From an optimization exercise on the open Yosys and OpenROAD flow, aimed at small area and a short achievable clock period; shortcuts taken in it are not production practice. In this exercise RTL edits were held to simulation tests only and were not proved equivalent to the original. The flow treats the clock pin as an ideal source, which a real chip does not have. Power is estimated from default activity; no workload was simulated.

job 4673:
## singlecycle
module singlecycle(
  input  wire        i_clk,
  input  wire        i_rst,
  input  wire [31:0] i_io_sw,
  input  wire [31:0] i_io_btn,
  output wire [31:0] o_imem_addr,
  input  wire [31:0] i_imem_data,
  output wire [31:0] o_pc_debug,
  output wire        o_insn_vld,
  output wire [31:0] o_io_ledg,
  output wire [31:0] o_io_ledr,
  output wire [31:0] o_io_lcd,
  output wire [6:0]  o_io_hex0,
  output wire [6:0]  o_io_hex1,
  output wire [6:0]  o_io_hex2,
  output wire [6:0]  o_io_hex3,
  output wire [6:0]  o_io_hex4,
  output wire [6:0]  o_io_hex5,
  output wire [6:0]  o_io_hex6,
  output wire [6:0]  o_io_hex7
);
  logic [31:0] pc, pc_dbg;
  logic        vld;
  wire  [31:0] ins = i_imem_data;
  assign o_imem_addr = pc;
  wire [6:0] op  = ins[6:0];
  wire [2:0] f3  = ins[14:12];
  wire [4:0] rs1a = ins[19:15];
  wire [4:0] rs2a = ins[24:20];
  wire [4:0] rda  = ins[11:7];
  wire is_load  = (op == 7'b0000011);
  wire is_store = (op == 7'b0100011);
  wire is_r     = (op == 7'b0110011);
  wire is_br    = (op == 7'b1100011);
  wire is_i     = (op == 7'b0010011);
  wire is_jal   = (op == 7'b1101111);
  wire is_jalr  = (op == 7'b1100111);
  wire is_lui   = (op == 7'b0110111);
  wire is_auipc = (op == 7'b0010111);
  wire insn_vld = is_load | is_store | is_r | is_br | is_i | is_jal | is_jalr | is_lui | is_auipc;
  wire rd_we    = is_load | is_r | is_i | is_jal | is_jalr | is_lui | is_auipc;
  wire [31:0] imm_i = {{20{ins[31]}}, ins[31:20]};
  ...
Size: ~9300 cells after synthesis, about 320 I/O pins.
Settings: LEC_CHECK=0, CAP_MARGIN=20, CORE_MARGIN=2, CORE_UTILIZATION=60, CTS_CLUSTER_DIAMETER=80, CTS_CLUSTER_SIZE=24, SETUP_SLACK_MARGIN=5, SLEW_MARGIN=20, SYNTH_HIERARCHICAL=1, SYNTH_MINIMUM_KEEP_SIZE=0; clock period 15.0 ns.
standard.sh (not shown) runs the stock make flow with config.mk's settings and CLKGATE_MAP_FILE= SYNTH_SCRIPT=/design/flow/synth_recipe.tcl, a recipe that flattens the netlist after the stock synthesis.
==> flow/flow/run.sh <==
#!/bin/bash
set -euo pipefail
LATE_MARGIN=6.75

PLAT_DU=$(sed -n '/^export DONT_USE_CELLS += /,/^#/p' "$FLOW_HOME/platforms/sky130hd/config.mk" \
          | grep -o 'sky130_fd_sc_hd__[a-z0-9_]*' | tr '\n' ' ')
DU="${PLAT_DU}sky130_fd_sc_hd__a222oi_1"

# the make command of standard.sh, without its setup margin
MK=$(grep '^make ' standard.sh | sed -e 's/ "\${@:-finish}"$//' -e 's/ SETUP_SLACK_MARGIN=[^ ]*//')
MK="$MK 'DONT_USE_CELLS=$DU'"
eval "$MK SETUP_SLACK_MARGIN=5 synth"     > flow_1_synth.log 2>&1
eval "$MK SETUP_SLACK_MARGIN=5 floorplan" > flow_2_floorplan.log 2>&1
eval "$MK SETUP_SLACK_MARGIN=5 'BUFFER_PORTS_ARGS=-buffer_cell sky130_fd_sc_hd__buf_2' place" > flow_3_place.log 2>&1
eval "$MK SETUP_SLACK_MARGIN=$LATE_MARGIN SKIP_GATE_CLONING=1 cts"    > flow_4_cts.log 2>&1
eval "$MK SETUP_SLACK_MARGIN=$LATE_MARGIN SKIP_GATE_CLONING=1 route"  > flow_5_route.log 2>&1
eval "$MK SETUP_SLACK_MARGIN=$LATE_MARGIN SKIP_GATE_CLONING=1 finish" > flow_6_finish.log 2>&1

# nothing left to make; standard.sh writes out/final.def
bash standard.sh finish > flow_7_write_def.log 2>&1
Relative to job 4673, the following input files were edited for job 7392:
==> flow/flow/run.sh <==
#!/bin/bash
set -euo pipefail
LATE_MARGIN=6.5

PLAT_DU=$(sed -n '/^export DONT_USE_CELLS += /,/^#/p' "$FLOW_HOME/platforms/sky130hd/config.mk" \
          | grep -o 'sky130_fd_sc_hd__[a-z0-9_]*' | tr '\n' ' ')
DU="${PLAT_DU}sky130_fd_sc_hd__a222oi_1"

# the make command of standard.sh, without its setup margin
MK=$(grep '^make ' standard.sh | sed -e 's/ "\${@:-finish}"$//' -e 's/ SETUP_SLACK_MARGIN=[^ ]*//')
MK="$MK 'DONT_USE_CELLS=$DU'"
eval "$MK SETUP_SLACK_MARGIN=5 synth"     > flow_1_synth.log 2>&1
eval "$MK SETUP_SLACK_MARGIN=5 floorplan" > flow_2_floorplan.log 2>&1
eval "$MK SETUP_SLACK_MARGIN=5 'BUFFER_PORTS_ARGS=-buffer_cell sky130_fd_sc_hd__buf_2' place" > flow_3_place.log 2>&1
eval "$MK SETUP_SLACK_MARGIN=$LATE_MARGIN cts"    > flow_4_cts.log 2>&1
eval "$MK SETUP_SLACK_MARGIN=$LATE_MARGIN route"  > flow_5_route.log 2>&1
eval "$MK SETUP_SLACK_MARGIN=$LATE_MARGIN finish" > flow_6_finish.log 2>&1

# nothing left to make; standard.sh writes out/final.def
bash standard.sh finish > flow_7_write_def.log 2>&1
Notes after the runs:
- To summarise job 7392: no stage aborted, but the layout did not pass its checks, failing on max-slew violations.
- Worst setup slack: job 7392 worse than job 4673
- Summary of job 7392 over job 4673: cell count -about 1%, design area -2500 µm².
Edits applied to the flow inputs when going from job 7392 to job 5746:
==> flow/flow/run.sh <==
#!/bin/bash
set -euo pipefail
LATE_MARGIN=7.0

PLAT_DU=$(sed -n '/^export DONT_USE_CELLS += /,/^#/p' "$FLOW_HOME/platforms/sky130hd/config.mk" \
          | grep -o 'sky130_fd_sc_hd__[a-z0-9_]*' | tr '\n' ' ')
DU="${PLAT_DU}sky130_fd_sc_hd__a222oi_1"

# the make command of standard.sh, without its setup margin
MK=$(grep '^make ' standard.sh | sed -e 's/ "\${@:-finish}"$//' -e 's/ SETUP_SLACK_MARGIN=[^ ]*//')
MK="$MK 'DONT_USE_CELLS=$DU'"
eval "$MK SETUP_SLACK_MARGIN=5 synth"     > flow_1_synth.log 2>&1
eval "$MK SETUP_SLACK_MARGIN=5 floorplan" > flow_2_floorplan.log 2>&1
eval "$MK SETUP_SLACK_MARGIN=5 'BUFFER_PORTS_ARGS=-buffer_cell sky130_fd_sc_hd__buf_2' place" > flow_3_place.log 2>&1
eval "$MK SETUP_SLACK_MARGIN=$LATE_MARGIN SKIP_GATE_CLONING=1 cts"    > flow_4_cts.log 2>&1
eval "$MK SETUP_SLACK_MARGIN=$LATE_MARGIN SKIP_GATE_CLONING=1 route"  > flow_5_route.log 2>&1
eval "$MK SETUP_SLACK_MARGIN=$LATE_MARGIN SKIP_GATE_CLONING=1 finish" > flow_6_finish.log 2>&1

# nothing left to make; standard.sh writes out/final.def
bash standard.sh finish > flow_7_write_def.log 2>&1
Notes after the runs:
Summary across job 7392 and job 5746: the single failing run is job 7392.
Job 7392 ran in full, but the layout does not pass; the checks complain about max-slew violations.
Via count of the first global-routing pass came out higher on job 5746 than on job 7392.
Utilization | job 5746 above job 7392
Changes observed in job 5746 relative to job 7392: critical path depth in cells moved up; final clock period utilization by the worst path saw an increase.
Worst path setup slack after routing: job 5746 vs job 7392 down 0.079 ns
As of job 5746, number of antenna violations at the first check in global routing had risen by more than 10% compared to job 7392.
Compared to job 7392, job 5746 has number of buffer and inverter stages on the critical path 9 higher.
Job 5746 vs. job 7392: total overflow reported by the global router closely matched the old numbers, die footprint was more or less identical, global-route usage grew by 0.59 points.
For job 3846, these inputs were changed with respect to job 5746:
==> flow/flow/run.sh <==
#!/bin/bash
set -euo pipefail
LATE_MARGIN=6.5

bash standard.sh synth floorplan > flow_1_synth_floorplan.log 2>&1

# the make command of standard.sh, without its setup margin
MK=$(grep '^make ' standard.sh | sed -e 's/ "\${@:-finish}"$//' -e 's/ SETUP_SLACK_MARGIN=[^ ]*//')
eval "$MK SETUP_SLACK_MARGIN=5 'BUFFER_PORTS_ARGS=-buffer_cell sky130_fd_sc_hd__buf_2' place" > flow_2_place.log 2>&1
eval "$MK SETUP_SLACK_MARGIN=$LATE_MARGIN SKIP_GATE_CLONING=1 cts"    > flow_3_cts.log 2>&1
eval "$MK SETUP_SLACK_MARGIN=$LATE_MARGIN SKIP_GATE_CLONING=1 route"  > flow_4_route.log 2>&1
eval "$MK SETUP_SLACK_MARGIN=$LATE_MARGIN SKIP_GATE_CLONING=1 finish" > flow_5_finish.log 2>&1

# nothing left to make; standard.sh writes out/final.def
bash standard.sh finish > flow_6_write_def.log 2>&1
==> comparison <==
Going from job 5746 to job 3846, detailed-route wire length shrank by a few percent. Job 3846 vs. job 5746: synthesized instance count dropped 1.0%; post-detailed-placement half-perimeter wirelength dropped 5200 µm; final period utilization dropped 0.62 points; maximum fanout along the worst path climbed 14; die extent in x barely changed. In the route summary, job 3846 ends up with a via count below that of job 5746.
[inputs] job 5878 vs job 3846
==> flow/flow/run.sh <==
#!/bin/bash
set -euo pipefail
LATE_MARGIN=6.0

bash standard.sh synth floorplan > flow_1_synth_floorplan.log 2>&1

# the make command of standard.sh, without its setup margin
MK=$(grep '^make ' standard.sh | sed -e 's/ "\${@:-finish}"$//' -e 's/ SETUP_SLACK_MARGIN=[^ ]*//')
eval "$MK SETUP_SLACK_MARGIN=5 'BUFFER_PORTS_ARGS=-buffer_cell sky130_fd_sc_hd__buf_2' place" > flow_2_place.log 2>&1
eval "$MK SETUP_SLACK_MARGIN=$LATE_MARGIN cts"    > flow_3_cts.log 2>&1
eval "$MK SETUP_SLACK_MARGIN=$LATE_MARGIN route"  > flow_4_route.log 2>&1
eval "$MK SETUP_SLACK_MARGIN=$LATE_MARGIN finish" > flow_5_finish.log 2>&1

# nothing left to make; standard.sh writes out/final.def
bash standard.sh finish > flow_6_write_def.log 2>&1
Notes after the runs:
- On job 5878: internal reg-to-reg setup slack is 0.24 ns lower than what job 3846 gave.
- Diff job 3846 -> job 5878 | count of antenna diodes in the layout | increase of 1
- In job 5878 the first-iteration DRC count turned out 713 lower than in job 3846.
- i_imem_data[16] as the launch point of the critical path was reported by job 3846, and i_imem_data[18] by job 5878.
- On number of buffer and inverter stages on the critical path: job 5878 sits above job 3846.
- Critical path depth went up by a few percent going from job 3846 to job 5878.
- Reported net switching power improves in job 5878 relative to job 3846.
- Comparing job 5878 against job 3846, there is no change at all in largest net degree at the start of global routing.

re-timing with driven ports:
In the flow no input, the clock included, has a driving cell. The finished layouts below were timed again as built, in two steps. Step 1 assumes that a clkbuf_16 drives the clock port and a buf_2 every other input. Step 2 adds t to the input delays and takes it off the output delays; t is the mean of the earliest and latest rising clock arrival at the registers after step 1. Input paths then give back, and output paths get back, about the clock's delay inside the block. Slacks: no drivers / after step 1 / after step 2; pairs: no drivers / after step 1.
run	t (ns)	setup WS [ns]	clock arrival spread, ns
job 4673	0.963	6.207 / 6.222 / 5.259	0.064 / 0.063
job 7392	0.962	6.197 / 6.173 / 5.211	0.067 / 0.067
job 5746	0.965	6.118 / 6.134 / 5.169	0.069 / 0.068
job 3846	0.996	6.210 / 6.263 / 5.268	0.077 / 0.077
job 5878	0.969	5.818 / 5.881 / 4.913	0.084 / 0.083
For job 7392, which loses most, drivers alone change the setup slack by -0.024 ns; drivers and shift together by -0.986 ns.
